What follows belongs to an exercise in optimizing a design on an open flow for small area and a short achievable clock period; a production flow would make more cautious choices. In this exercise RTL edits were held to simulation tests only and were not proved equivalent to the original.

## flow/design.v (module list and top-level ports; edited modules follow where they fit)
// module near_s: 268 lines
// module atan_q: 420 lines
// module ik_core: 1321 lines
// module mrra_ik_solver: 22 lines
module mrra_ik_solver (
    input       wire                        i_clk,
    input       wire                        i_reset,
    input       wire        [7  : 0]        i_coord_x,
    input       wire        [7  : 0]        i_coord_y,
    output      reg         [31 : 0]        o_q_theta_1,
    output      reg         [31 : 0]        o_q_theta_2
);
  // ...
==> flow/run.sh <==
#!/bin/bash
# synth_recipe.tcl (not shown) runs the flow's synth.tcl, then flattens the netlist and writes it again
# the make line also repeats each setting of config.mk as NAME=value (left out here)
make -C /OpenROAD-flow-scripts/flow DESIGN_CONFIG=/design/flow/config.mk WORK_HOME=/design/flow/orfs CLKGATE_MAP_FILE= SYNTH_SCRIPT=/design/flow/synth_recipe.tcl finish
==> flow/config.mk <==
export PLATFORM = sky130hd
export DESIGN_NAME = mrra_ik_solver
export DESIGN_NICKNAME = mrra_ik_solver
export VERILOG_FILES = /design/flow/design.v
export SDC_FILE = /design/flow/constraint.sdc
export NUM_CORES = 4
export LEC_CHECK = 0
export CAP_MARGIN = 20
export CORE_MARGIN = 2
export CORE_UTILIZATION = 40
export SLEW_MARGIN = 20
export SYNTH_MEMORY_MAX_BITS = 65536
==> flow/constraint.sdc <==
create_clock -name core_clock -period 180.0 [get_ports {i_clk}]
set_input_delay 36.0000 -clock core_clock [delete_from_list [all_inputs] [get_ports {i_clk}]]
set_output_delay 36.0000 -clock core_clock [all_outputs]
set_load 0.01 [all_outputs]
==> impl_metrics.tcl, run 1 <==
set metrics [dict create \
    run_status "no timing/DRC/antenna violations" \
    synth_compound_area_share_pct 29.0 \
    wl_per_cell_um 27.4 \
    hold_path_end "o_q_theta_1[0]$_SDFF_PP0_" \
    top_usage_layer "met2" \
    vias 18600 \
    setup_viol 0 \
    ff2ff_setup_slack_ns 140.99 \
    grt_first_pass_wirelength_um 115000 \
    grt-ovfl-total 0 \
    cp.required_ns 180.27 \
    reg2regPathDepth 128 \
    async_reset_ff_share_pct 0 \
    hp-class "flip-flop to flip-flop" \
    die_w_um 209 \
    synth-seq-area-share_pct 7.62 \
    die-area_mm2 0.0437 \
    final_max_slew_viol_count 0 \
    start_util_pct 40.3 \
    netlist_instances 2235 \
    seq_share_pct 6.98 \
    seq_cell_count 64 \
    drtPass1Iterations 6 \
    cts_root_buffer "clkbuf_16" \
    synth_adder_area_share_pct 28.5 \
    fp-row-count 75 \
    synth_xor_area_share_pct 3.80 \
    finalHoldViolations 0 \
    grt_max_degree 67 \
    worstReg2RegEnd "o_q_theta_1[23]$_SDFF_PP0_" \
    postCtsSetupRepairBufs 0 \
]
==> run 2: changes to the inputs <==
--- a/flow/design.v
+++ b/flow/design.v
@@ -1530,487 +1530,356 @@
     wire n830 = (n806 & n815) | (n806 & n828) | (n815 & n828);
     wire n831 = n807 ^ n816 ^ n830;
     wire n832 = (n807 & n816) | (n807 & n830) | (n816 & n830);
     wire n833 = n808 ^ n817 ^ n832;
     wire n834 = (n808 & n817) | (n808 & n832) | (n817 & n832);
     wire n835 = n809 ^ n818 ^ n834;
     wire n836 = (n809 & n818) | (n809 & n834) | (n818 & n834);
     wire n837 = ~(n836);
-    wire n838 = ~(n836);
-    wire n839 = ~n819;
-    wire n840 = ~n821;
-    wire n841 = ~n823;
-    wire n842 = ~n825;
-    wire n843 = ~n827;
-    wire n844 = ~n829;
-    wire n845 = ~n831;
-    wire n846 = ~n833;
-    wire n847 = ~n835;
+    wire n838 = ~n819;
+    wire n839 = ~n821;
+    wire n840 = ~n823;
+    wire n841 = ~n825;
+    wire n842 = ~n827;
+    wire n843 = ~n829;
+    wire n844 = ~n831;
+    wire n845 = ~n833;
+    wire n846 = ~n835;
+    wire n847 = ~n837;
     wire n848 = ~n837;
-    wire n849 = ~n838;
-    wire n850 = ~n838;
-    wire n851 = ~n838;
-    wire n852 = ~n838;
-    wire n853 = ~n838;
-    wire n854 = ~n838;
-    wire n855 = ~n838;
-    wire n856 = ~n838;
-    wire n857 = ~n838;
-    wire n858 = ~n838;
-    wire n859 = ~n838;
-    wire n860 = ~n838;
-    wire n861 = ~n838;
-    wire n862 = ~n838;
-    wire n863 = ~(n839);
-    wire n864 = n840 ^ n839;
-    wire n865 = n840 & n839;
-    wire n866 = n841 ^ n865;
-    wire n867 = n841 & n865;
-    wire n868 = n842 ^ n867;
-    wire n869 = n842 & n867;
-    wire n870 = n819 ^ n843 ^ n869;
-    wire n871 = (n819 & n843) | (n819 & n869) | (n843 & n869);
-    wire n872 = n821 ^ n844 ^ n871;
-    wire n873 = (n821 & n844) | (n821 & n871) | (n844 & n871);
-    wire n874 = n823 ^ n845 ^ n873;
-    wire n875 = (n823 & n845) | (n823 & n873) | (n845 & n873);
-    wire n876 = n825 ^ n846 ^ n875;
-    wire n877 = (n825 & n846) | (n825 & n875) | (n846 & n875);
-    wire n878 = n827 ^ n847 ^ n877;
-    wire n879 = (n827 & n847) | (n827 & n877) | (n847 & n877);
-    wire n880 = n829 ^ n848 ^ n879;
-    wire n881 = (n829 & n848) | (n829 & n879) | (n848 & n879);
-    wire n882 = n831 ^ n849 ^ n881;
-    wire n883 = (n831 & n849) | (n831 & n881) | (n849 & n881);
-    wire n884 = n833 ^ n850 ^ n883;
-    wire n885 = (n833 & n850) | (n833 & n883) | (n850 & n883);
-    wire n886 = n835 ^ n851 ^ n885;
-    wire n887 = (n835 & n851) | (n835 & n885) | (n851 & n885);
-    wire n888 = n837 ^ n852 ^ n887;
-    wire n889 = (n837 & n852) | (n837 & n887) | (n852 & n887);
-    wire n890 = n838 ^ n853 ^ n889;
-    wire n891 = (n838 & n853) | (n838 & n889) | (n853 & n889);
-    wire n892 = n838 ^ n854 ^ n891;
-    wire n893 = (n838 & n854) | (n838 & n891) | (n854 & n891);
-    wire n894 = n838 ^ n855 ^ n893;
-    wire n895 = (n838 & n855) | (n838 & n893) | (n855 & n893);
-    wire n896 = n838 ^ n856 ^ n895;
-    wire n897 = (n838 & n856) | (n838 & n895) | (n856 & n895);
-    wire n898 = n838 ^ n857 ^ n897;
-    wire n899 = (n838 & n857) | (n838 & n897) | (n857 & n897);
-    wire n900 = n838 ^ n858 ^ n899;
-    wire n901 = (n838 & n858) | (n838 & n899) | (n858 & n899);
-    wire n902 = n838 ^ n859 ^ n901;
-    wire n903 = (n838 & n859) | (n838 & n901) | (n859 & n901);
-    wire n904 = n838 ^ n860 ^ n903;
-    wire n905 = (n838 & n860) | (n838 & n903) | (n860 & n903);
-    wire n906 = n838 ^ n861 ^ n905;
-    wire n907 = (n838 & n861) | (n838 & n905) | (n861 & n905);
-    wire n908 = n838 ^ n862 ^ n907;
-    wire n909 = (n838 & n862) | (n838 & n907) | (n862 & n907);
-    wire n910 = ~n819;
-    wire n911 = ~n821;
-    wire n912 = ~n823;
-    wire n913 = ~n825;
-    wire n914 = ~n827;
-    wire n915 = ~n829;
-    wire n916 = ~n831;
-    wire n917 = ~n833;
-    wire n918 = ~n835;
-    wire n919 = ~n837;
-    wire n920 = ~n838;
-    wire n921 = ~n838;
-    wire n922 = ~n838;
-    wire n923 = ~n838;
-    wire n924 = ~n838;
-    wire n925 = ~n838;
-    wire n926 = ~n838;
-    wire n927 = ~n838;
-    wire n928 = ~n838;
-    wire n929 = ~n838;
-    wire n930 = ~n838;
-    wire n931 = ~n838;
-    wire n932 = n863;
-    wire n933 = n864;
-    wire n934 = ~(n866 ^ n910);
-    wire n935 = n866 | n910;
-    wire n936 = n868 ^ n911 ^ n935;
-    wire n937 = (n868 & n911) | (n868 & n935) | (n911 & n935);
-    wire n938 = n870 ^ n912 ^ n937;
-    wire n939 = (n870 & n912) | (n870 & n937) | (n912 & n937);
-    wire n940 = n872 ^ n913 ^ n939;
-    wire n941 = (n872 & n913) | (n872 & n939) | (n913 & n939);
-    wire n942 = n874 ^ n914 ^ n941;
-    wire n943 = (n874 & n914) | (n874 & n941) | (n914 & n941);
-    wire n944 = n876 ^ n915 ^ n943;
-    wire n945 = (n876 & n915) | (n876 & n943) | (n915 & n943);
-    wire n946 = n878 ^ n916 ^ n945;
-    wire n947 = (n878 & n916) | (n878 & n945) | (n916 & n945);
-    wire n948 = n880 ^ n917 ^ n947;
-    wire n949 = (n880 & n917) | (n880 & n947) | (n917 & n947);
-    wire n950 = n882 ^ n918 ^ n949;
-    wire n951 = (n882 & n918) | (n882 & n949) | (n918 & n949);
-    wire n952 = n884 ^ n919 ^ n951;
-    wire n953 = (n884 & n919) | (n884 & n951) | (n919 & n951);
-    wire n954 = n886 ^ n920 ^ n953;
-    wire n955 = (n886 & n920) | (n886 & n953) | (n920 & n953);
-    wire n956 = n888 ^ n921 ^ n955;
-    wire n957 = (n888 & n921) | (n888 & n955) | (n921 & n955);
-    wire n958 = n890 ^ n922 ^ n957;
-    wire n959 = (n890 & n922) | (n890 & n957) | (n922 & n957);
-    wire n960 = n892 ^ n923 ^ n959;
-    wire n961 = (n892 & n923) | (n892 & n959) | (n923 & n959);
-    wire n962 = n894 ^ n924 ^ n961;
-    wire n963 = (n894 & n924) | (n894 & n961) | (n924 & n961);
-    wire n964 = n896 ^ n925 ^ n963;
-    wire n965 = (n896 & n925) | (n896 & n963) | (n925 & n963);
-    wire n966 = n898 ^ n926 ^ n965;
-    wire n967 = (n898 & n926) | (n898 & n965) | (n926 & n965);
-    wire n968 = n900 ^ n927 ^ n967;
-    wire n969 = (n900 & n927) | (n900 & n967) | (n927 & n967);
-    wire n970 = n902 ^ n928 ^ n969;
-    wire n971 = (n902 & n928) | (n902 & n969) | (n928 & n969);
-    wire n972 = n904 ^ n929 ^ n971;
-    wire n973 = (n904 & n929) | (n904 & n971) | (n929 & n971);
-    wire n974 = n906 ^ n930 ^ n973;
-    wire n975 = (n906 & n930) | (n906 & n973) | (n930 & n973);
-    wire n976 = n908 ^ n931 ^ n975;
-    wire n977 = (n908 & n931) | (n908 & n975) | (n931 & n975);
-    wire n978 = ~n932;
-    wire n979 = ~n933;
-    wire n980 = ~n934;
-    wire n981 = ~n936;
-    wire n982 = ~n938;
-    wire n983 = ~n940;
-    wire n984 = ~n942;
-    wire n985 = ~n944;
-    wire n986 = ~n946;
-    wire n987 = ~n948;
-    wire n988 = ~n950;
-    wire n989 = ~n952;
-    wire n990 = ~n954;
-    wire n991 = ~n956;
-    wire n992 = ~n958;
-    wire n993 = ~n960;
-    wire n994 = ~n962;
-    wire n995 = ~n964;
-    wire n996 = ~n966;
-    wire n997 = ~n968;
-    wire n998 = ~n970;
-    wire n999 = ~n972;
-    wire n1000 = ~n974;
-    wire n1001 = ~n976;
-    wire n1002 = ~(n978);
-    wire n1003 = n979 ^ n978;
-    wire n1004 = n979 & n978;
-    wire n1005 = n980 ^ n1004;
-    wire n1006 = n980 & n1004;
-    wire n1007 = n981 ^ n1006;
-    wire n1008 = n981 & n1006;
-    wire n1009 = n863 ^ n982 ^ n1008;
-    wire n1010 = (n863 & n982) | (n863 & n1008) | (n982 & n1008);
-    wire n1011 = n864 ^ n983 ^ n1010;
-    wire n1012 = (n864 & n983) | (n864 & n1010) | (n983 & n1010);
-    wire n1013 = n866 ^ n984 ^ n1012;
-    wire n1014 = (n866 & n984) | (n866 & n1012) | (n984 & n1012);
-    wire n1015 = n868 ^ n985 ^ n1014;
-    wire n1016 = (n868 & n985) | (n868 & n1014) | (n985 & n1014);
-    wire n1017 = n870 ^ n986 ^ n1016;
-    wire n1018 = (n870 & n986) | (n870 & n1016) | (n986 & n1016);
-    wire n1019 = n872 ^ n987 ^ n1018;
-    wire n1020 = (n872 & n987) | (n872 & n1018) | (n987 & n1018);
-    wire n1021 = n874 ^ n988 ^ n1020;
-    wire n1022 = (n874 & n988) | (n874 & n1020) | (n988 & n1020);
-    wire n1023 = n876 ^ n989 ^ n1022;
-    wire n1024 = (n876 & n989) | (n876 & n1022) | (n989 & n1022);
-    wire n1025 = n878 ^ n990 ^ n1024;
-    wire n1026 = (n878 & n990) | (n878 & n1024) | (n990 & n1024);
-    wire n1027 = n880 ^ n991 ^ n1026;
-    wire n1028 = (n880 & n991) | (n880 & n1026) | (n991 & n1026);
-    wire n1029 = n882 ^ n992 ^ n1028;
-    wire n1030 = (n882 & n992) | (n882 & n1028) | (n992 & n1028);
-    wire n1031 = n884 ^ n993 ^ n1030;
-    wire n1032 = (n884 & n993) | (n884 & n1030) | (n993 & n1030);
-    wire n1033 = n886 ^ n994 ^ n1032;
-    wire n1034 = (n886 & n994) | (n886 & n1032) | (n994 & n1032);
-    wire n1035 = n888 ^ n995 ^ n1034;
-    wire n1036 = (n888 & n995) | (n888 & n1034) | (n995 & n1034);
-    wire n1037 = n890 ^ n996 ^ n1036;
-    wire n1038 = (n890 & n996) | (n890 & n1036) | (n996 & n1036);
-    wire n1039 = n892 ^ n997 ^ n1038;
-    wire n1040 = (n892 & n997) | (n892 & n1038) | (n997 & n1038);
-    wire n1041 = n894 ^ n998 ^ n1040;
-    wire n1042 = (n894 & n998) | (n894 & n1040) | (n998 & n1040);
-    wire n1043 = n896 ^ n999 ^ n1042;
-    wire n1044 = (n896 & n999) | (n896 & n1042) | (n999 & n1042);
-    wire n1045 = n898 ^ n1000 ^ n1044;
-    wire n1046 = (n898 & n1000) | (n898 & n1044) | (n1000 & n1044);
-    wire n1047 = n900 ^ n1001 ^ n1046;
-    wire n1048 = (n900 & n1001) | (n900 & n1046) | (n1001 & n1046);
-    wire n1049 = n932;
-    wire n1050 = n933;
-    wire n1051 = n934;
-    wire n1052 = n936;
-    wire n1053 = n938;
-    wire n1054 = n940;
-    wire n1055 = n1002 ^ n942;
-    wire n1056 = n1002 & n942;
-    wire n1057 = n1003 ^ n944 ^ n1056;
-    wire n1058 = (n1003 & n944) | (n1003 & n1056) | (n944 & n1056);
-    wire n1059 = n1005 ^ n946 ^ n1058;
-    wire n1060 = (n1005 & n946) | (n1005 & n1058) | (n946 & n1058);
-    wire n1061 = n1007 ^ n948 ^ n1060;
-    wire n1062 = (n1007 & n948) | (n1007 & n1060) | (n948 & n1060);
-    wire n1063 = n1009 ^ n950 ^ n1062;
-    wire n1064 = (n1009 & n950) | (n1009 & n1062) | (n950 & n1062);
-    wire n1065 = n1011 ^ n952 ^ n1064;
-    wire n1066 = (n1011 & n952) | (n1011 & n1064) | (n952 & n1064);
-    wire n1067 = n1013 ^ n954 ^ n1066;
-    wire n1068 = (n1013 & n954) | (n1013 & n1066) | (n954 & n1066);
-    wire n1069 = n1015 ^ n956 ^ n1068;
-    wire n1070 = (n1015 & n956) | (n1015 & n1068) | (n956 & n1068);
-    wire n1071 = n1017 ^ n958 ^ n1070;
-    wire n1072 = (n1017 & n958) | (n1017 & n1070) | (n958 & n1070);
-    wire n1073 = n1019 ^ n960 ^ n1072;
-    wire n1074 = (n1019 & n960) | (n1019 & n1072) | (n960 & n1072);
-    wire n1075 = n1021 ^ n962 ^ n1074;
-    wire n1076 = (n1021 & n962) | (n1021 & n1074) | (n962 & n1074);
-    wire n1077 = n1023 ^ n964 ^ n1076;
-    wire n1078 = (n1023 & n964) | (n1023 & n1076) | (n964 & n1076);
-    wire n1079 = n1025 ^ n966 ^ n1078;
-    wire n1080 = (n1025 & n966) | (n1025 & n1078) | (n966 & n1078);
-    wire n1081 = n1027 ^ n968 ^ n1080;
-    wire n1082 = (n1027 & n968) | (n1027 & n1080) | (n968 & n1080);
-    wire n1083 = n1029 ^ n970 ^ n1082;
-    wire n1084 = (n1029 & n970) | (n1029 & n1082) | (n970 & n1082);
-    wire n1085 = n1031 ^ n972 ^ n1084;
-    wire n1086 = (n1031 & n972) | (n1031 & n1084) | (n972 & n1084);
-    wire n1087 = n1033 ^ n974 ^ n1086;
-    wire n1088 = (n1033 & n974) | (n1033 & n1086) | (n974 & n1086);
-    wire n1089 = n1035 ^ n976 ^ n1088;
-    wire n1090 = (n1035 & n976) | (n1035 & n1088) | (n976 & n1088);
-    wire n1091 = ~n781;
-    wire n1092 = ~n782;
-    wire n1093 = ~n783;
-    wire n1094 = ~n784;
-    wire n1095 = ~n785;
-    wire n1096 = ~n786;
-    wire n1097 = ~n787;
-    wire n1098 = ~n788;
-    wire n1099 = ~n789;
-    wire n1100 = ~n790;
-    wire n1101 = ~(n1091);
-    wire n1102 = n1092 ^ n1091;
-    wire n1103 = n1092 & n1091;
-    wire n1104 = n1093 ^ n1103;
-    wire n1105 = n1093 & n1103;
-    wire n1106 = n1094 ^ n1105;
-    wire n1107 = n1094 & n1105;
-    wire n1108 = n781 ^ n1095 ^ n1107;
-    wire n1109 = (n781 & n1095) | (n781 & n1107) | (n1095 & n1107);
-    wire n1110 = n782 ^ n1096 ^ n1109;
-    wire n1111 = (n782 & n1096) | (n782 & n1109) | (n1096 & n1109);
-    wire n1112 = n783 ^ n1097 ^ n1111;
-    wire n1113 = (n783 & n1097) | (n783 & n1111) | (n1097 & n1111);
-    wire n1114 = n784 ^ n1098 ^ n1113;
-    wire n1115 = (n784 & n1098) | (n784 & n1113) | (n1098 & n1113);
-    wire n1116 = n785 ^ n1099 ^ n1115;
-    wire n1117 = (n785 & n1099) | (n785 & n1115) | (n1099 & n1115);
-    wire n1118 = n786 ^ n1100 ^ n1117;
-    wire n1119 = (n786 & n1100) | (n786 & n1117) | (n1100 & n1117);
-    wire n1120 = ~(n787 ^ n1119);
-    wire n1121 = n787 | n1119;
-    wire n1122 = ~(n788 ^ n1121);
-    wire n1123 = n788 | n1121;
-    wire n1124 = ~(n789 ^ n1123);
-    wire n1125 = n789 | n1123;
-    wire n1126 = ~(n790 ^ n1125);
-    wire n1127 = n790 | n1125;
-    wire n1128 = ~(n1127);
-    wire n1129 = ~(n1127);
-    wire n1130 = ~(n1127);
-    wire n1131 = ~(n1127);
-    wire n1132 = ~(n1127);
-    wire n1133 = ~(n1127);
-    wire n1134 = ~(n1127);
-    wire n1135 = ~(n1127);
-    wire n1136 = ~(n1127);
-    wire n1137 = ~(n1127);
-    wire n1138 = ~n781;
-    wire n1139 = ~n782;
-    wire n1140 = ~n783;
-    wire n1141 = ~n784;
-    wire n1142 = ~n785;
-    wire n1143 = ~n786;
-    wire n1144 = ~n787;
-    wire n1145 = ~n788;
-    wire n1146 = ~n789;
-    wire n1147 = ~n790;
-    wire n1148 = n1101;
-    wire n1149 = n1102;
-    wire n1150 = ~(n1104 ^ n1138);
-    wire n1151 = n1104 | n1138;
-    wire n1152 = n1106 ^ n1139 ^ n1151;
-    wire n1153 = (n1106 & n1139) | (n1106 & n1151) | (n1139 & n1151);
-    wire n1154 = n1108 ^ n1140 ^ n1153;
-    wire n1155 = (n1108 & n1140) | (n1108 & n1153) | (n1140 & n1153);
-    wire n1156 = n1110 ^ n1141 ^ n1155;
-    wire n1157 = (n1110 & n1141) | (n1110 & n1155) | (n1141 & n1155);
-    wire n1158 = n1112 ^ n1142 ^ n1157;
-    wire n1159 = (n1112 & n1142) | (n1112 & n1157) | (n1142 & n1157);
-    wire n1160 = n1114 ^ n1143 ^ n1159;
-    wire n1161 = (n1114 & n1143) | (n1114 & n1159) | (n1143 & n1159);
-    wire n1162 = n1116 ^ n1144 ^ n1161;
-    wire n1163 = (n1116 & n1144) | (n1116 & n1161) | (n1144 & n1161);
-    wire n1164 = n1118 ^ n1145 ^ n1163;
-    wire n1165 = (n1118 & n1145) | (n1118 & n1163) | (n1145 & n1163);
-    wire n1166 = n1120 ^ n1146 ^ n1165;
-    wire n1167 = (n1120 & n1146) | (n1120 & n1165) | (n1146 & n1165);
-    wire n1168 = n1122 ^ n1147 ^ n1167;
-    wire n1169 = (n1122 & n1147) | (n1122 & n1167) | (n1147 & n1167);
-    wire n1170 = ~(n1124 ^ n1169);
-    wire n1171 = n1124 | n1169;
-    wire n1172 = ~(n1126 ^ n1171);
-    wire n1173 = n1126 | n1171;
-    wire n1174 = ~(n1128 ^ n1173);
-    wire n1175 = n1128 | n1173;
-    wire n1176 = ~(n1129 ^ n1175);
-    wire n1177 = n1129 | n1175;
-    wire n1178 = ~(n1130 ^ n1177);
-    wire n1179 = n1130 | n1177;
-    wire n1180 = ~(n1131 ^ n1179);
-    wire n1181 = n1131 | n1179;
-    wire n1182 = ~(n1132 ^ n1181);
-    wire n1183 = n1132 | n1181;
-    wire n1184 = ~(n1133 ^ n1183);
-    wire n1185 = n1133 | n1183;
-    wire n1186 = ~(n1134 ^ n1185);
-    wire n1187 = n1134 | n1185;
-    wire n1188 = ~(n1135 ^ n1187);
-    wire n1189 = n1135 | n1187;
-    wire n1190 = ~(n1136 ^ n1189);
-    wire n1191 = n1136 | n1189;
-    wire n1192 = ~(n1137 ^ n1191);
-    wire n1193 = n1137 | n1191;
-    wire n1194 = ~n1148;
-    wire n1195 = ~n1149;
-    wire n1196 = ~n1150;
-    wire n1197 = ~n1152;
-    wire n1198 = ~n1154;
-    wire n1199 = ~n1156;
-    wire n1200 = ~n1158;
-    wire n1201 = ~n1160;
-    wire n1202 = ~n1162;
-    wire n1203 = ~n1164;
-    wire n1204 = ~n1166;
-    wire n1205 = ~n1168;
-    wire n1206 = ~n1170;
-    wire n1207 = ~n1172;
-    wire n1208 = ~n1174;
-    wire n1209 = ~n1176;
-    wire n1210 = ~n1178;
-    wire n1211 = ~n1180;
-    wire n1212 = ~n1182;
-    wire n1213 = ~n1184;
-    wire n1214 = ~n1186;
-    wire n1215 = ~n1188;
-    wire n1216 = ~n1190;
-    wire n1217 = ~n1192;
-    wire n1218 = ~(n1194);
-    wire n1219 = n1195 ^ n1194;
-    wire n1220 = n1195 & n1194;
-    wire n1221 = n1196 ^ n1220;
-    wire n1222 = n1196 & n1220;
-    wire n1223 = n1197 ^ n1222;
-    wire n1224 = n1197 & n1222;
-    wire n1225 = n1101 ^ n1198 ^ n1224;
-    wire n1226 = (n1101 & n1198) | (n1101 & n1224) | (n1198 & n1224);
-    wire n1227 = n1102 ^ n1199 ^ n1226;
-    wire n1228 = (n1102 & n1199) | (n1102 & n1226) | (n1199 & n1226);
-    wire n1229 = n1104 ^ n1200 ^ n1228;
-    wire n1230 = (n1104 & n1200) | (n1104 & n1228) | (n1200 & n1228);
-    wire n1231 = n1106 ^ n1201 ^ n1230;
-    wire n1232 = (n1106 & n1201) | (n1106 & n1230) | (n1201 & n1230);
-    wire n1233 = n1108 ^ n1202 ^ n1232;
-    wire n1234 = (n1108 & n1202) | (n1108 & n1232) | (n1202 & n1232);
-    wire n1235 = n1110 ^ n1203 ^ n1234;
-    wire n1236 = (n1110 & n1203) | (n1110 & n1234) | (n1203 & n1234);
-    wire n1237 = n1112 ^ n1204 ^ n1236;
-    wire n1238 = (n1112 & n1204) | (n1112 & n1236) | (n1204 & n1236);
-    wire n1239 = n1114 ^ n1205 ^ n1238;
-    wire n1240 = (n1114 & n1205) | (n1114 & n1238) | (n1205 & n1238);
-    wire n1241 = n1116 ^ n1206 ^ n1240;
-    wire n1242 = (n1116 & n1206) | (n1116 & n1240) | (n1206 & n1240);
-    wire n1243 = n1118 ^ n1207 ^ n1242;
-    wire n1244 = (n1118 & n1207) | (n1118 & n1242) | (n1207 & n1242);
-    wire n1245 = n1120 ^ n1208 ^ n1244;
-    wire n1246 = (n1120 & n1208) | (n1120 & n1244) | (n1208 & n1244);
-    wire n1247 = n1122 ^ n1209 ^ n1246;
-    wire n1248 = (n1122 & n1209) | (n1122 & n1246) | (n1209 & n1246);
-    wire n1249 = n1124 ^ n1210 ^ n1248;
-    wire n1250 = (n1124 & n1210) | (n1124 & n1248) | (n1210 & n1248);
-    wire n1251 = n1126 ^ n1211 ^ n1250;
-    wire n1252 = (n1126 & n1211) | (n1126 & n1250) | (n1211 & n1250);
-    wire n1253 = n1128 ^ n1212 ^ n1252;
-    wire n1254 = (n1128 & n1212) | (n1128 & n1252) | (n1212 & n1252);
-    wire n1255 = n1129 ^ n1213 ^ n1254;
-    wire n1256 = (n1129 & n1213) | (n1129 & n1254) | (n1213 & n1254);
-    wire n1257 = n1130 ^ n1214 ^ n1256;
-    wire n1258 = (n1130 & n1214) | (n1130 & n1256) | (n1214 & n1256);
-    wire n1259 = n1131 ^ n1215 ^ n1258;
-    wire n1260 = (n1131 & n1215) | (n1131 & n1258) | (n1215 & n1258);
-    wire n1261 = n1132 ^ n1216 ^ n1260;
-    wire n1262 = (n1132 & n1216) | (n1132 & n1260) | (n1216 & n1260);
-    wire n1263 = n1133 ^ n1217 ^ n1262;
-    wire n1264 = (n1133 & n1217) | (n1133 & n1262) | (n1217 & n1262);
-    wire n1265 = n1148;
-    wire n1266 = n1149;
-    wire n1267 = n1150;
-    wire n1268 = n1152;
-    wire n1269 = n1154;
-    wire n1270 = n1156;
-    wire n1271 = n1218 ^ n1158;
-    wire n1272 = n1218 & n1158;
-    wire n1273 = n1219 ^ n1160 ^ n1272;
-    wire n1274 = (n1219 & n1160) | (n1219 & n1272) | (n1160 & n1272);
-    wire n1275 = n1221 ^ n1162 ^ n1274;
-    wire n1276 = (n1221 & n1162) | (n1221 & n1274) | (n1162 & n1274);
-    wire n1277 = n1223 ^ n1164 ^ n1276;
-    wire n1278 = (n1223 & n1164) | (n1223 & n1276) | (n1164 & n1276);
-    wire n1279 = n1225 ^ n1166 ^ n1278;
-    wire n1280 = (n1225 & n1166) | (n1225 & n1278) | (n1166 & n1278);
-    wire n1281 = n1227 ^ n1168 ^ n1280;
-    wire n1282 = (n1227 & n1168) | (n1227 & n1280) | (n1168 & n1280);
-    wire n1283 = n1229 ^ n1170 ^ n1282;
-    wire n1284 = (n1229 & n1170) | (n1229 & n1282) | (n1170 & n1282);
-    wire n1285 = n1231 ^ n1172 ^ n1284;
-    wire n1286 = (n1231 & n1172) | (n1231 & n1284) | (n1172 & n1284);
-    wire n1287 = n1233 ^ n1174 ^ n1286;
-    wire n1288 = (n1233 & n1174) | (n1233 & n1286) | (n1174 & n1286);
-    wire n1289 = n1235 ^ n1176 ^ n1288;
-    wire n1290 = (n1235 & n1176) | (n1235 & n1288) | (n1176 & n1288);
-    wire n1291 = n1237 ^ n1178 ^ n1290;
-    wire n1292 = (n1237 & n1178) | (n1237 & n1290) | (n1178 & n1290);
-    wire n1293 = n1239 ^ n1180 ^ n1292;
-    wire n1294 = (n1239 & n1180) | (n1239 & n1292) | (n1180 & n1292);
-    wire n1295 = n1241 ^ n1182 ^ n1294;
-    wire n1296 = (n1241 & n1182) | (n1241 & n1294) | (n1182 & n1294);
-    wire n1297 = n1243 ^ n1184 ^ n1296;
-    wire n1298 = (n1243 & n1184) | (n1243 & n1296) | (n1184 & n1296);
-    wire n1299 = n1245 ^ n1186 ^ n1298;
-    wire n1300 = (n1245 & n1186) | (n1245 & n1298) | (n1186 & n1298);
-    wire n1301 = n1247 ^ n1188 ^ n1300;
-    wire n1302 = (n1247 & n1188) | (n1247 & n1300) | (n1188 & n1300);
-    wire n1303 = n1249 ^ n1190 ^ n1302;
-    wire n1304 = (n1249 & n1190) | (n1249 & n1302) | (n1190 & n1302);
-    wire n1305 = n1251 ^ n1192 ^ n1304;
-    wire n1306 = (n1251 & n1192) | (n1251 & n1304) | (n1192 & n1304);
-    assign t1 = {n1089,n1087,n1085,n1083,n1081,n1079,n1077,n1075,n1073,n1071,n1069,n1067,n1065,n1063,n1061,n1059,n1057,n1055,n1054,n1053,n1052,n1051,n1050,n1049};
-    assign t2 = {n1305,n1303,n1301,n1299,n1297,n1295,n1293,n1291,n1289,n1287,n1285,n1283,n1281,n1279,n1277,n1275,n1273,n1271,n1270,n1269,n1268,n1267,n1266,n1265};
+    wire n849 = ~n837;
+    wire n850 = ~n837;
+    wire n851 = ~n837;
+    wire n852 = ~(n838);
+    wire n853 = n839 ^ n838;
+    wire n854 = n839 & n838;
+    wire n855 = n840 ^ n854;
+    wire n856 = n840 & n854;
+    wire n857 = n841 ^ n856;
+    wire n858 = n841 & n856;
+    wire n859 = n819 ^ n842 ^ n858;
+    wire n860 = (n819 & n842) | (n819 & n858) | (n842 & n858);
+    wire n861 = n821 ^ n843 ^ n860;
+    wire n862 = (n821 & n843) | (n821 & n860) | (n843 & n860);
+    wire n863 = n823 ^ n844 ^ n862;
+    wire n864 = (n823 & n844) | (n823 & n862) | (n844 & n862);
+    wire n865 = n825 ^ n845 ^ n864;
+    wire n866 = (n825 & n845) | (n825 & n864) | (n845 & n864);
+    wire n867 = n827 ^ n846 ^ n866;
+    wire n868 = (n827 & n846) | (n827 & n866) | (n846 & n866);
+    wire n869 = n829 ^ n847 ^ n868;
+    wire n870 = (n829 & n847) | (n829 & n868) | (n847 & n868);
+    wire n871 = n831 ^ n848 ^ n870;
+    wire n872 = (n831 & n848) | (n831 & n870) | (n848 & n870);
+    wire n873 = n833 ^ n849 ^ n872;
+    wire n874 = (n833 & n849) | (n833 & n872) | (n849 & n872);
+    wire n875 = n835 ^ n850 ^ n874;
+    wire n876 = (n835 & n850) | (n835 & n874) | (n850 & n874);
+    wire n877 = n837 ^ n851 ^ n876;
+    wire n878 = (n837 & n851) | (n837 & n876) | (n851 & n876);
+    wire n879 = ~n819;
+    wire n880 = ~n821;
+    wire n881 = ~n823;
+    wire n882 = ~n825;
+    wire n883 = ~n827;
+    wire n884 = ~n829;
+    wire n885 = ~n831;
+    wire n886 = ~n833;
+    wire n887 = ~n835;
+    wire n888 = ~n837;
+    wire n889 = ~n837;
+    wire n890 = ~n837;
+    wire n891 = n852;
+    wire n892 = n853;
+    wire n893 = ~(n855 ^ n879);
+    wire n894 = n855 | n879;
+    wire n895 = n857 ^ n880 ^ n894;
+    wire n896 = (n857 & n880) | (n857 & n894) | (n880 & n894);
+    wire n897 = n859 ^ n881 ^ n896;
+    wire n898 = (n859 & n881) | (n859 & n896) | (n881 & n896);
+    wire n899 = n861 ^ n882 ^ n898;
+    wire n900 = (n861 & n882) | (n861 & n898) | (n882 & n898);
+    wire n901 = n863 ^ n883 ^ n900;
+    wire n902 = (n863 & n883) | (n863 & n900) | (n883 & n900);
+    wire n903 = n865 ^ n884 ^ n902;
+    wire n904 = (n865 & n884) | (n865 & n902) | (n884 & n902);
+    wire n905 = n867 ^ n885 ^ n904;
+    wire n906 = (n867 & n885) | (n867 & n904) | (n885 & n904);
+    wire n907 = n869 ^ n886 ^ n906;
+    wire n908 = (n869 & n886) | (n869 & n906) | (n886 & n906);
+    wire n909 = n871 ^ n887 ^ n908;
+    wire n910 = (n871 & n887) | (n871 & n908) | (n887 & n908);
+    wire n911 = n873 ^ n888 ^ n910;
+    wire n912 = (n873 & n888) | (n873 & n910) | (n888 & n910);
+    wire n913 = n875 ^ n889 ^ n912;
+    wire n914 = (n875 & n889) | (n875 & n912) | (n889 & n912);
+    wire n915 = n877 ^ n890 ^ n914;
+    wire n916 = (n877 & n890) | (n877 & n914) | (n890 & n914);
+    wire n917 = ~n891;
+    wire n918 = ~n892;
+    wire n919 = ~n893;
+    wire n920 = ~n895;
+    wire n921 = ~n897;
+    wire n922 = ~n899;
+    wire n923 = ~n901;
+    wire n924 = ~n903;
+    wire n925 = ~n905;
+    wire n926 = ~n907;
+    wire n927 = ~n909;
+    wire n928 = ~n911;
+    wire n929 = ~n913;
+    wire n930 = ~n915;
+    wire n931 = ~n915;
+    wire n932 = ~n915;
+    wire n933 = ~n915;
+    wire n934 = ~n915;
+    wire n935 = ~(n917);
+    wire n936 = n918 ^ n917;
+    wire n937 = n918 & n917;
+    wire n938 = n919 ^ n937;
+    wire n939 = n919 & n937;
+    wire n940 = n920 ^ n939;
+    wire n941 = n920 & n939;
+    wire n942 = n852 ^ n921 ^ n941;
+    wire n943 = (n852 & n921) | (n852 & n941) | (n921 & n941);
+    wire n944 = n853 ^ n922 ^ n943;
+    wire n945 = (n853 & n922) | (n853 & n943) | (n922 & n943);
+    wire n946 = n855 ^ n923 ^ n945;
+    wire n947 = (n855 & n923) | (n855 & n945) | (n923 & n945);
+    wire n948 = n857 ^ n924 ^ n947;
+    wire n949 = (n857 & n924) | (n857 & n947) | (n924 & n947);
+    wire n950 = n859 ^ n925 ^ n949;
+    wire n951 = (n859 & n925) | (n859 & n949) | (n925 & n949);
+    wire n952 = n861 ^ n926 ^ n951;
+    wire n953 = (n861 & n926) | (n861 & n951) | (n926 & n951);
+    wire n954 = n863 ^ n927 ^ n953;
+    wire n955 = (n863 & n927) | (n863 & n953) | (n927 & n953);
+    wire n956 = n865 ^ n928 ^ n955;
+    wire n957 = (n865 & n928) | (n865 & n955) | (n928 & n955);
+    wire n958 = n867 ^ n929 ^ n957;
+    wire n959 = (n867 & n929) | (n867 & n957) | (n929 & n957);
+    wire n960 = n869 ^ n930 ^ n959;
+    wire n961 = (n869 & n930) | (n869 & n959) | (n930 & n959);
+    wire n962 = n871 ^ n931 ^ n961;
+    wire n963 = (n871 & n931) | (n871 & n961) | (n931 & n961);
+    wire n964 = n873 ^ n932 ^ n963;
+    wire n965 = (n873 & n932) | (n873 & n963) | (n932 & n963);
+    wire n966 = n875 ^ n933 ^ n965;
+    wire n967 = (n875 & n933) | (n875 & n965) | (n933 & n965);
+    wire n968 = n877 ^ n934 ^ n967;
+    wire n969 = (n877 & n934) | (n877 & n967) | (n934 & n967);
+    wire n970 = n891;
+    wire n971 = n892;
+    wire n972 = n893;
+    wire n973 = n895;
+    wire n974 = n897;
+    wire n975 = n899;
+    wire n976 = n935 ^ n901;
+    wire n977 = n935 & n901;
+    wire n978 = n936 ^ n903 ^ n977;
+    wire n979 = (n936 & n903) | (n936 & n977) | (n903 & n977);
+    wire n980 = n938 ^ n905 ^ n979;
+    wire n981 = (n938 & n905) | (n938 & n979) | (n905 & n979);
+    wire n982 = n940 ^ n907 ^ n981;
+    wire n983 = (n940 & n907) | (n940 & n981) | (n907 & n981);
+    wire n984 = n942 ^ n909 ^ n983;
+    wire n985 = (n942 & n909) | (n942 & n983) | (n909 & n983);
+    wire n986 = n944 ^ n911 ^ n985;
+    wire n987 = (n944 & n911) | (n944 & n985) | (n911 & n985);
+    wire n988 = n946 ^ n913 ^ n987;
+    wire n989 = (n946 & n913) | (n946 & n987) | (n913 & n987);
+    wire n990 = n948 ^ n915 ^ n989;
+    wire n991 = (n948 & n915) | (n948 & n989) | (n915 & n989);
+    wire n992 = n950 ^ n915 ^ n991;
+    wire n993 = (n950 & n915) | (n950 & n991) | (n915 & n991);
+    wire n994 = n952 ^ n915 ^ n993;
+    wire n995 = (n952 & n915) | (n952 & n993) | (n915 & n993);
+    wire n996 = n954 ^ n915 ^ n995;
+    wire n997 = (n954 & n915) | (n954 & n995) | (n915 & n995);
+    wire n998 = n956 ^ n915 ^ n997;
+    wire n999 = (n956 & n915) | (n956 & n997) | (n915 & n997);
+    wire n1000 = n958 ^ n915 ^ n999;
+    wire n1001 = (n958 & n915) | (n958 & n999) | (n915 & n999);
+    wire n1002 = n960 ^ n915 ^ n1001;
+    wire n1003 = (n960 & n915) | (n960 & n1001) | (n915 & n1001);
+    wire n1004 = n962 ^ n915 ^ n1003;
+    wire n1005 = (n962 & n915) | (n962 & n1003) | (n915 & n1003);
+    wire n1006 = n964 ^ n915 ^ n1005;
+    wire n1007 = (n964 & n915) | (n964 & n1005) | (n915 & n1005);
+    wire n1008 = n966 ^ n915 ^ n1007;
+    wire n1009 = (n966 & n915) | (n966 & n1007) | (n915 & n1007);
+    wire n1010 = n968 ^ n915 ^ n1009;
+    wire n1011 = (n968 & n915) | (n968 & n1009) | (n915 & n1009);
+    wire n1012 = ~n781;
+    wire n1013 = ~n782;
+    wire n1014 = ~n783;
+    wire n1015 = ~n784;
+    wire n1016 = ~n785;
+    wire n1017 = ~n786;
+    wire n1018 = ~n787;
+    wire n1019 = ~n788;
+    wire n1020 = ~n789;
+    wire n1021 = ~n790;
+    wire n1022 = ~(n1012);
+    wire n1023 = n1013 ^ n1012;
+    wire n1024 = n1013 & n1012;
+    wire n1025 = n1014 ^ n1024;
+    wire n1026 = n1014 & n1024;
+    wire n1027 = n1015 ^ n1026;
+    wire n1028 = n1015 & n1026;
+    wire n1029 = n781 ^ n1016 ^ n1028;
+    wire n1030 = (n781 & n1016) | (n781 & n1028) | (n1016 & n1028);
+    wire n1031 = n782 ^ n1017 ^ n1030;
+    wire n1032 = (n782 & n1017) | (n782 & n1030) | (n1017 & n1030);
+    wire n1033 = n783 ^ n1018 ^ n1032;
+    wire n1034 = (n783 & n1018) | (n783 & n1032) | (n1018 & n1032);
+    wire n1035 = n784 ^ n1019 ^ n1034;
+    wire n1036 = (n784 & n1019) | (n784 & n1034) | (n1019 & n1034);
+    wire n1037 = n785 ^ n1020 ^ n1036;
+    wire n1038 = (n785 & n1020) | (n785 & n1036) | (n1020 & n1036);
+    wire n1039 = n786 ^ n1021 ^ n1038;
+    wire n1040 = (n786 & n1021) | (n786 & n1038) | (n1021 & n1038);
+    wire n1041 = ~(n787 ^ n1040);
+    wire n1042 = n787 | n1040;
+    wire n1043 = ~(n788 ^ n1042);
+    wire n1044 = n788 | n1042;
+    wire n1045 = ~(n789 ^ n1044);
+    wire n1046 = n789 | n1044;
+    wire n1047 = ~(n790 ^ n1046);
+    wire n1048 = n790 | n1046;
+    wire n1049 = ~n781;
+    wire n1050 = ~n782;
+    wire n1051 = ~n783;
+    wire n1052 = ~n784;
+    wire n1053 = ~n785;
+    wire n1054 = ~n786;
+    wire n1055 = ~n787;
+    wire n1056 = ~n788;
+    wire n1057 = ~n789;
+    wire n1058 = ~n790;
+    wire n1059 = n1022;
+    wire n1060 = n1023;
+    wire n1061 = ~(n1025 ^ n1049);
+    wire n1062 = n1025 | n1049;
+    wire n1063 = n1027 ^ n1050 ^ n1062;
+    wire n1064 = (n1027 & n1050) | (n1027 & n1062) | (n1050 & n1062);
+    wire n1065 = n1029 ^ n1051 ^ n1064;
+    wire n1066 = (n1029 & n1051) | (n1029 & n1064) | (n1051 & n1064);
+    wire n1067 = n1031 ^ n1052 ^ n1066;
+    wire n1068 = (n1031 & n1052) | (n1031 & n1066) | (n1052 & n1066);
+    wire n1069 = n1033 ^ n1053 ^ n1068;
+    wire n1070 = (n1033 & n1053) | (n1033 & n1068) | (n1053 & n1068);
+    wire n1071 = n1035 ^ n1054 ^ n1070;
+    wire n1072 = (n1035 & n1054) | (n1035 & n1070) | (n1054 & n1070);
+    wire n1073 = n1037 ^ n1055 ^ n1072;
+    wire n1074 = (n1037 & n1055) | (n1037 & n1072) | (n1055 & n1072);
+    wire n1075 = n1039 ^ n1056 ^ n1074;
+    wire n1076 = (n1039 & n1056) | (n1039 & n1074) | (n1056 & n1074);
+    wire n1077 = n1041 ^ n1057 ^ n1076;
+    wire n1078 = (n1041 & n1057) | (n1041 & n1076) | (n1057 & n1076);
+    wire n1079 = n1043 ^ n1058 ^ n1078;
+    wire n1080 = (n1043 & n1058) | (n1043 & n1078) | (n1058 & n1078);
+    wire n1081 = ~(n1045 ^ n1080);
+    wire n1082 = n1045 | n1080;
+    wire n1083 = ~(n1047 ^ n1082);
+    wire n1084 = n1047 | n1082;
+    wire n1085 = ~n1059;
+    wire n1086 = ~n1060;
+    wire n1087 = ~n1061;
+    wire n1088 = ~n1063;
+    wire n1089 = ~n1065;
+    wire n1090 = ~n1067;
+    wire n1091 = ~n1069;
+    wire n1092 = ~n1071;
+    wire n1093 = ~n1073;
+    wire n1094 = ~n1075;
+    wire n1095 = ~n1077;
+    wire n1096 = ~n1079;
+    wire n1097 = ~n1081;
+    wire n1098 = ~n1083;
+    wire n1099 = ~(n1085);
+    wire n1100 = n1086 ^ n1085;
+    wire n1101 = n1086 & n1085;
+    wire n1102 = n1087 ^ n1101;
+    wire n1103 = n1087 & n1101;
+    wire n1104 = n1088 ^ n1103;
+    wire n1105 = n1088 & n1103;
+    wire n1106 = n1022 ^ n1089 ^ n1105;
+    wire n1107 = (n1022 & n1089) | (n1022 & n1105) | (n1089 & n1105);
+    wire n1108 = n1023 ^ n1090 ^ n1107;
+    wire n1109 = (n1023 & n1090) | (n1023 & n1107) | (n1090 & n1107);
+    wire n1110 = n1025 ^ n1091 ^ n1109;
+    wire n1111 = (n1025 & n1091) | (n1025 & n1109) | (n1091 & n1109);
+    wire n1112 = n1027 ^ n1092 ^ n1111;
+    wire n1113 = (n1027 & n1092) | (n1027 & n1111) | (n1092 & n1111);
+    wire n1114 = n1029 ^ n1093 ^ n1113;
+    wire n1115 = (n1029 & n1093) | (n1029 & n1113) | (n1093 & n1113);
+    wire n1116 = n1031 ^ n1094 ^ n1115;
+    wire n1117 = (n1031 & n1094) | (n1031 & n1115) | (n1094 & n1115);
+    wire n1118 = n1033 ^ n1095 ^ n1117;
+    wire n1119 = (n1033 & n1095) | (n1033 & n1117) | (n1095 & n1117);
+    wire n1120 = n1035 ^ n1096 ^ n1119;
+    wire n1121 = (n1035 & n1096) | (n1035 & n1119) | (n1096 & n1119);
+    wire n1122 = n1037 ^ n1097 ^ n1121;
+    wire n1123 = (n1037 & n1097) | (n1037 & n1121) | (n1097 & n1121);
+    wire n1124 = n1039 ^ n1098 ^ n1123;
+    wire n1125 = (n1039 & n1098) | (n1039 & n1123) | (n1098 & n1123);
+    wire n1126 = ~(n1041 ^ n1125);
+    wire n1127 = n1041 | n1125;
+    wire n1128 = ~(n1043 ^ n1127);
+    wire n1129 = n1043 | n1127;
+    wire n1130 = ~(n1045 ^ n1129);
+    wire n1131 = n1045 | n1129;
+    wire n1132 = ~(n1047 ^ n1131);
+    wire n1133 = n1047 | n1131;
+    wire n1134 = n1059;
+    wire n1135 = n1060;
+    wire n1136 = n1061;
+    wire n1137 = n1063;
+    wire n1138 = n1065;
+    wire n1139 = n1067;
+    wire n1140 = n1099 ^ n1069;
+    wire n1141 = n1099 & n1069;
+    wire n1142 = n1100 ^ n1071 ^ n1141;
+    wire n1143 = (n1100 & n1071) | (n1100 & n1141) | (n1071 & n1141);
+    wire n1144 = n1102 ^ n1073 ^ n1143;
+    wire n1145 = (n1102 & n1073) | (n1102 & n1143) | (n1073 & n1143);
+    wire n1146 = n1104 ^ n1075 ^ n1145;
+    wire n1147 = (n1104 & n1075) | (n1104 & n1145) | (n1075 & n1145);
+    wire n1148 = n1106 ^ n1077 ^ n1147;
+    wire n1149 = (n1106 & n1077) | (n1106 & n1147) | (n1077 & n1147);
+    wire n1150 = n1108 ^ n1079 ^ n1149;
+    wire n1151 = (n1108 & n1079) | (n1108 & n1149) | (n1079 & n1149);
+    wire n1152 = n1110 ^ n1081 ^ n1151;
+    wire n1153 = (n1110 & n1081) | (n1110 & n1151) | (n1081 & n1151);
+    wire n1154 = n1112 ^ n1083 ^ n1153;
+    wire n1155 = (n1112 & n1083) | (n1112 & n1153) | (n1083 & n1153);
+    wire n1156 = n1114 ^ n1155;
+    wire n1157 = n1114 & n1155;
+    wire n1158 = n1116 ^ n1157;
+    wire n1159 = n1116 & n1157;
+    wire n1160 = n1118 ^ n1159;
+    wire n1161 = n1118 & n1159;
+    wire n1162 = n1120 ^ n1161;
+    wire n1163 = n1120 & n1161;
+    wire n1164 = n1122 ^ n1163;
+    wire n1165 = n1122 & n1163;
+    wire n1166 = n1124 ^ n1165;
+    wire n1167 = n1124 & n1165;
+    wire n1168 = n1126 ^ n1167;
+    wire n1169 = n1126 & n1167;
+    wire n1170 = n1128 ^ n1169;
+    wire n1171 = n1128 & n1169;
+    wire n1172 = n1130 ^ n1171;
+    wire n1173 = n1130 & n1171;
+    wire n1174 = n1132 ^ n1173;
+    wire n1175 = n1132 & n1173;
+    assign t1 = {n1010,n1008,n1006,n1004,n1002,n1000,n998,n996,n994,n992,n990,n988,n986,n984,n982,n980,n978,n976,n975,n974,n973,n972,n971,n970};
+    assign t2 = {n1174,n1172,n1170,n1168,n1166,n1164,n1162,n1160,n1158,n1156,n1154,n1152,n1150,n1148,n1146,n1144,n1142,n1140,n1139,n1138,n1137,n1136,n1135,n1134};
 endmodule
 module mrra_ik_solver (
     input       wire                        i_clk,
     input       wire                        i_reset,
     input       wire        [7  : 0]        i_coord_x,
     input       wire        [7  : 0]        i_coord_y,
     output      reg         [31 : 0]        o_q_theta_1,
     output      reg         [31 : 0]        o_q_theta_2
==> impl_metrics.tcl, run 2 <==
set metrics [dict create \
    run_status "no timing/DRC/antenna violations" \
    cts_hold_buffers 0 \
    fillers 4128 \
    worstMarginPinSlew_ns 1.10 \
    worstReg2RegEnd "o_q_theta_1[23]$_SDFF_PP0_" \
    r2r-start "r_coord_y[0]$_SDFF_PP0_" \
    post-route-util_pct 44.4 \
    synth_edf_count 0 \
    design_area_mm2 0.0177 \
    synth_top_area_share_pct 21.1 \
    cts_tree "built" \
    grt_util_all_layers_pct 33.6 \
    cts_resized 0 \
    end_kind "flip-flop" \
    netlist_instances 2183 \
    synth-seq-area-share_pct 7.93 \
    cts_buffer_depth 2 \
    finalWirelength_um 71400 \
    reg_top3 "o_q_theta_1: 24 flops, o_q_theta_2: 24 flops" \
    die_w_um 205 \
    die-area_mm2 0.0420 \
    drive_above_1_share_pct 6.05 \
    start_util_pct 40.6 \
    max-cap-violations 0 \
    hold_start "r_coord_y[6]$_SDFF_PP0_" \
    synth_area_mm2 0.0162 \
    drtPass1Iterations 7 \
    cts_buffers 9 \
    drt_iter0_drc 3083 \
    die_h_um 205 \
    fin_crit_sh_pct 20.9 \
    boundaryPins 82 \
    grt_antenna_before_repair 1 \
    syn2layout_area_growth_pct 9.46 \
    viasPerCell 6.85 \
    synth_area_leader_cell "fa_1" \
    grt_pass1_vias 17600 \
    setup_viol 0 \
    port_buffers 73 \
    crit_path_max_fanout 35 \
    synth_cell_types 98 \
    core_area_mm2 0.0398 \
    ys.warnings.count 1 \
    detail-route-antenna-nets 0 \
    slew_headroom_pct 26.4 \
    postCtsSetupRepairBufs 0 \
    drc 0 \
    path_common_cell "fa_1" \
    hold_path_end "o_q_theta_2[0]$_SDFF_PP0_" \
    final_max_slew_viol_count 0 \
    path_class "flip-flop to flip-flop" \
    cp.required_ns 180.19 \
    wl_per_cell_um 26.5 \
    clk_pin_slew_ns 0.06 \
    grt-ovfl-total 0 \
    ys.flop_type "dfxtp_1" \
    hp-class "flip-flop to flip-flop" \
    synth.most_common_cell "nor2_1" \
    nNetsFinal 2416 \
    diodes 0 \
    numClockSinks 64 \
    ys_ff_latch 64 \
    rsz0062_at_grt "false" \
    synthTopCellsByArea "fa_1 21%, dfxtp_1 7.9%, ha_1 5.3%, nor2_1 5.1%, a21oi_1 4.7%" \
    synth_area_per_cell_um2 7.40 \
    hpwlAfterDp_um 51200 \
    final_cell_mix "217 x nor2_1, 197 x nand2_1, 168 x fa_1, 150 x a21oi_1, 140 x o21ai_0" \
    htreeDepth 3 \
    cts_root_buffer "clkbuf_16" \
    reg2regPathDepth 117 \
    fin_crit_ns 37.60 \
    worst_path_max_delay_cell "a2111oi_2" \
    fp-row-count 73 \
    setup_tns_ns 0 \
    gp_congestion 1.06 \
    final_common_cell "nor2_1" \
    finalHoldViolations 0 \
    grt_max_degree 67 \
    min_path_cells 4 \
    fmax_ghz 0.0266 \
    finalClockSkew_ns 0.0106 \
    arrival_ns 37.79 \
    dpl_cell_area_mm2 0.0174 \
    vias 18400 \
    critPathMaxStageDelay_ns 0.97 \
    clk_latency_ns 0.34 \
    grt_first_pass_wirelength_um 108000 \
    async_reset_ff_share_pct 0 \
    synth_commonest_cells "218 x nor2_1, 197 x nand2_1, 170 x fa_1" \
    ff2ff_setup_slack_ns 142.40 \
    worst_setup_path_start_kind "flip-flop" \
]
-- run 2: cell types whose count changed in the layout (fill, tap and decap cells not counted), sizes merged, moves of 10 or more --
| cell | before | now |
|---|---|---|
| nand2 | 221 | 197 |
| fa | 190 | 170 |
| inv | 153 | 138 |
| a21oi | 141 | 154 |
| a311oi | 14 | 3 |
| maj3 | 22 | 11 |
| a211o | 4 | 14 |
| mux2 | 14 | 4 |
| nor2b | 44 | 54 |
-- run 2: final cells by class --
cell class / count / area (µm²) / area share (%)
Multi-Input combinational cell: 1813 / 13700 / 77.7
Tap cell: 525 / 657 / 3.71
Timing Repair Buffer: 135 / 1190 / 6.75
Inverter: 137 / 514 / 2.91
Sequential cell: 64 / 1280 / 7.25
Clock buffer: 9 / 225 / 1.27
Clock inverter: 7 / 77.6 / 0.439
-- run 2: worst max path at each step --
stage | from | end | cells past startpoint
floorplan | i_reset | o_q_theta_1[23]$_SDFF_PP0_ | 3
global placement | i_reset | o_q_theta_1[5]$_SDFF_PP0_ | 2
detailed placement | i_reset | o_q_theta_2[21]$_SDFF_PP0_ | 2
CTS | o_q_theta_1[23]$_SDFF_PP0_ | o_q_theta_1[23] | 1
global route | r_coord_y[0]$_SDFF_PP0_ | o_q_theta_1[23]$_SDFF_PP0_ | 115
finish | r_coord_y[0]$_SDFF_PP0_ | o_q_theta_1[23]$_SDFF_PP0_ | 117
-- run 2: cells by family (layout without fill, tap and decap cells) --
family / count (synthesis) / count (layout) / share of synthesized area (%)
AND/OR/NAND/NOR: 758 / 758 / 22.2
other: 1 / 8 / 0.0232
buffers and inverters: 313 / 288 / 7.72
adder cells (fa/ha/maj): 249 / 249 / 27.0
AO/OA/AOI/OAI: 707 / 707 / 29.9
multiplexers: 29 / 29 / 1.83
XOR/XNOR: 62 / 62 / 3.36
flip-flops: 64 / 64 / 7.93
-- run 2: metal layers --
layer	part of all wire, %	GRT usage, %	up-vias	routed length, µm
met5	0	0	-	0
met4	6.4	16.8	0	4540
met3	12	8.83	355	8700
met2	43	51.0	1404	30600
met1	39	44.0	8758	27500
li1	-	-	7917	-
-- run 2: stage by stage --
stage / worst slack, ns / instances / hold WS [ns]
global placement: 142.97 / 2674 / 1.14
detailed placement: 142.91 / 2674 / 1.14
floorplan: 143.27 / 2190 / 0.887
CTS: 142.62 / 2690 / 1.15
finish: 142.40 / 2690 / 1.15
global route: 140.83 / 2690 / 1.23
-- run 2: worst max-delay path, delay by kind of cell (launching register included) --
family	cells	cell delay, ns
buffers and inverters	15	2.79
adder cells (fa/ha/maj)	58	20.71
XOR/XNOR	4	1.14
AND/OR/NAND/NOR	13	3.45
multiplexers	1	0.22
flip-flops	1	0.44
AO/OA/AOI/OAI	26	8.56
==> run 3: changes to the inputs <==
==> flow/flow/run.sh (new file) <==
#!/bin/bash
# Layout flow: the standard flow (standard.sh) unchanged, except that synthesis maps the
# combinational logic with an area-oriented ABC script (flow/abc_map.script) instead of ORFS's
# delay-oriented one. Registers are mapped by the same dfflibmap step as in the standard flow.
set -euo pipefail
W=$(pwd)
rm -rf "$W/scripts_area"
mkdir -p "$W/scripts_area"
cp -r "$FLOW_HOME/scripts/." "$W/scripts_area/"
cp "$W/flow/abc_map.script" "$W/scripts_area/abc_speed.script"
cp "$W/flow/abc_map.script" "$W/scripts_area/abc_area.script"
SCRIPTS_DIR="$W/scripts_area" bash standard.sh synth > "$W/synth.log" 2>&1
bash standard.sh > "$W/layout.log" 2>&1
==> flow/flow/abc_map.script (new file) <==
&get -n
&st
&deepsyn -T 120
&dch -f
&nf -R 1000
&put
buffer -c
topo
stime -c
upsize -c
dnsize -c
==> flow/standard.sh (new file) <==
#!/bin/bash
# synth_recipe.tcl (not shown) runs the flow's synth.tcl, then flattens the netlist and writes it again
# the make line also repeats each setting of config.mk as NAME=value (left out here)
make -C /OpenROAD-flow-scripts/flow DESIGN_CONFIG=/design/flow/config.mk WORK_HOME=/design/flow/orfs CLKGATE_MAP_FILE= SYNTH_SCRIPT=/design/flow/synth_recipe.tcl "${@:-finish}"
removed: flow/run.sh
==> impl_metrics.tcl, run 3 <==
set metrics [dict create \
    run_status "no timing/DRC/antenna violations" \
    drt_iter0_drc 2559 \
    cts_hold_buffers 0 \
    hold_start "r_coord_y[7]$_SDFF_PP0_" \
    r2r-start "r_coord_y[0]$_SDFF_PP0_" \
    hp-class "flip-flop to flip-flop" \
    syn2layout_area_growth_pct 10.9 \
    cts_buffers 9 \
    path_common_cell "fa_1" \
    dpl_cell_area_mm2 0.0151 \
    synth_edf_count 0 \
    core_area_mm2 0.0344 \
    worstReg2RegEnd "o_q_theta_1[23]$_SDFF_PP0_" \
    async_reset_ff_share_pct 0 \
    grt_first_pass_wirelength_um 101000 \
    finalHoldViolations 0 \
    reg2regPathDepth 131 \
    die_h_um 190 \
    synth_compound_area_share_pct 23.8 \
    synth_area_per_cell_um2 7.61 \
    synth-seq-area-share_pct 9.23 \
    viasPerCell 6.79 \
    end_kind "flip-flop" \
    worstMarginPinSlew_ns 1.07 \
    fmax_ghz 0.0262 \
    setup_viol 0 \
    synth_top_area_share_pct 24.5 \
    fin_crit_ns 38.13 \
    arrival_ns 38.37 \
    synth_commonest_cells "203 x nor2_1, 202 x nand2_1, 170 x fa_1" \
    fin_crit_sh_pct 21.2 \
    hpwlAfterDp_um 51600 \
    worst_setup_path_start_kind "flip-flop" \
    clk_pin_slew_ns 0.07 \
    grt_antenna_before_repair 0 \
    holdWs_ns 1.24 \
    ys.flop_type "dfxtp_1" \
    final_max_slew_viol_count 0 \
    crit_buf_inv 16 \
    port_buffers 73 \
    synth_cell_types 86 \
    synth.most_common_cell "nor2_1" \
    synth_area_leader_cell "fa_1" \
    reg_top3 "o_q_theta_1: 24 flops, o_q_theta_2: 24 flops" \
    finalClockSkew_ns 0.0101 \
    grt_util_all_layers_pct 37.8 \
    ys_ff_latch 64 \
    setup_tns_ns 0 \
    cts_buffer_depth 2 \
    final_cell_mix "202 x nand2_1, 202 x nor2_1, 170 x fa_1, 129 x a21oi_1, 122 x inv_1" \
    synth_xor_area_share_pct 3.66 \
    max-cap-violations 0 \
    grt-ovfl-total 0 \
    detail-route-antenna-nets 0 \
    vias 15700 \
    clk_latency_ns 0.35 \
    synth_adder_area_share_pct 31.7 \
    hold_path_end "o_q_theta_2[0]$_SDFF_PP0_" \
    die_w_um 190 \
    cts_root_buffer "clkbuf_16" \
    cts_tree "built" \
    grt_pass1_vias 15300 \
    ys.warnings.count 1 \
    cp.required_ns 180.24 \
    finalWirelength_um 68600 \
    min_path_cells 5 \
    grt_max_degree 65 \
    critPathMaxStageDelay_ns 0.64 \
    netlist_instances 1824 \
    drive_above_1_share_pct 7.02 \
    synth-simple-area-share_pct 23.9 \
    design_area_mm2 0.0154 \
    dp_cells 2292 \
    gp_congestion 1.11 \
    nNetsFinal 2104 \
    finalWorstSetupSlack_ns 141.87 \
    postCtsSetupRepairBufs 0 \
    worst_path_max_delay_cell "or4_1" \
    final_cell_count_no_fill 2309 \
    path_class "flip-flop to flip-flop" \
    fillers 3567 \
    rsz0062_at_grt "false" \
    drtPass1Iterations 9 \
    drc 0 \
    slew_headroom_pct 28.1 \
    place_ws_ns 142.57 \
    crit_path_max_fanout 28 \
    synthMuxAreaShare_pct 0.144 \
    numClockSinks 64 \
    wl_per_cell_um 29.7 \
    synthTopCellsByArea "fa_1 25%, dfxtp_1 9.2%, ha_1 6.1%, nor2_1 5.5%, nand2_1 5.5%" \
    critPathTopFamily "adder cells" \
    start_util_pct 40.4 \
    synth_top_family_by_area "adder cells" \
    htreeDepth 3 \
    die-area_mm2 0.0362 \
    synth_area_mm2 0.0139 \
    ff2ff_setup_slack_ns 141.87 \
    boundaryPins 82 \
    cts_resized 0 \
    fp-row-count 68 \
]
run 3: tightest hold or removal path, cell delays in order, from the launching register on:
cell and delay [ns]:
dfxtp_1 0.40, nand2_1 0.18, inv_1 0.09, nand2_1 0.23, o21a_1 0.24, nor2_1 0.06
run 3: logic make-up after synthesis:
kind of cell | count (synthesis)
and+or+nand+nor | 697
xor gates and xnor gates | 58
AOI/OAI and AO/OA | 503
buffers and inverters | 247
adders and majority gates | 252
muxes | 2
other | 1
DFF | 64
run 3: worst max-delay path by stage:
stage	start	to	cells past startpoint
floorplan	i_reset	o_q_theta_1[4]$_SDFF_PP0_	3
global placement	i_reset	r_coord_y[0]$_SDFF_PP0_	3
detailed placement	r_coord_y[0]$_SDFF_PP0_	o_q_theta_1[23]$_SDFF_PP0_	132
CTS	r_coord_y[0]$_SDFF_PP0_	o_q_theta_1[23]$_SDFF_PP0_	132
global route	r_coord_y[0]$_SDFF_PP0_	o_q_theta_1[23]$_SDFF_PP0_	137
finish	r_coord_y[0]$_SDFF_PP0_	o_q_theta_1[23]$_SDFF_PP0_	131
run 3: layout make-up:
class	instances	area, µm²	share of cell area, %
clock inverter	7	103	0.667
sequential	64	1280	8.32
timing repair buffer	129	1150	7.45
clock buffer	9	225	1.46
multi-input combinational	1520	11600	75.4
antenna	1	2.50	0.0163
inverter	124	465	3.02
tap	455	569	3.70
run 3: stage by stage:
stage	utilization, %
final	44.8
after global routing	44.8
after CTS	44.8
after detailed placement	43.8
after global placement	43.8
after floorplan	-
run 3: metal layers:
layer / global-route usage [%] / up-vias / share of wire, %
li1: - / 6485 / -
met1: 49.7 / 7542 / 39
met2: 56.3 / 1342 / 43
met3: 12.3 / 303 / 13
met4: 16.9 / 2 / 5.4
met5: 0.962 / - / 0.060

afterwards: timing with drivers on the ports:
No port has a modelled driver above. Below, the same layouts with a new extraction and two added sets of constraints.
Step 1, drivers: a clkbuf_16 drives i_clk and a buf_2 each remaining input, both assumed.
Step 2 adds t to the input delays and takes it off the output delays; t is the mean of the earliest and latest rising clock arrival at the registers after step 1. Input paths then give back, and output paths get back, about the clock's delay inside the block.
a / b / c = ideal / step 1 / step 2; a / b = the first two.
| run | shift t [ns] | slack for setup (ns) | worst setup path at the end |
|---|---|---|---|
| run 1 | 0.396 | 140.989 / 140.989 / 140.989 | register to register |
| run 2 | 0.368 | 142.400 / 142.400 / 142.400 | register to register |
| run 3 | 0.395 | 141.865 / 141.865 / 141.865 | register to register |
After both steps setup and hold are still met in every run listed.
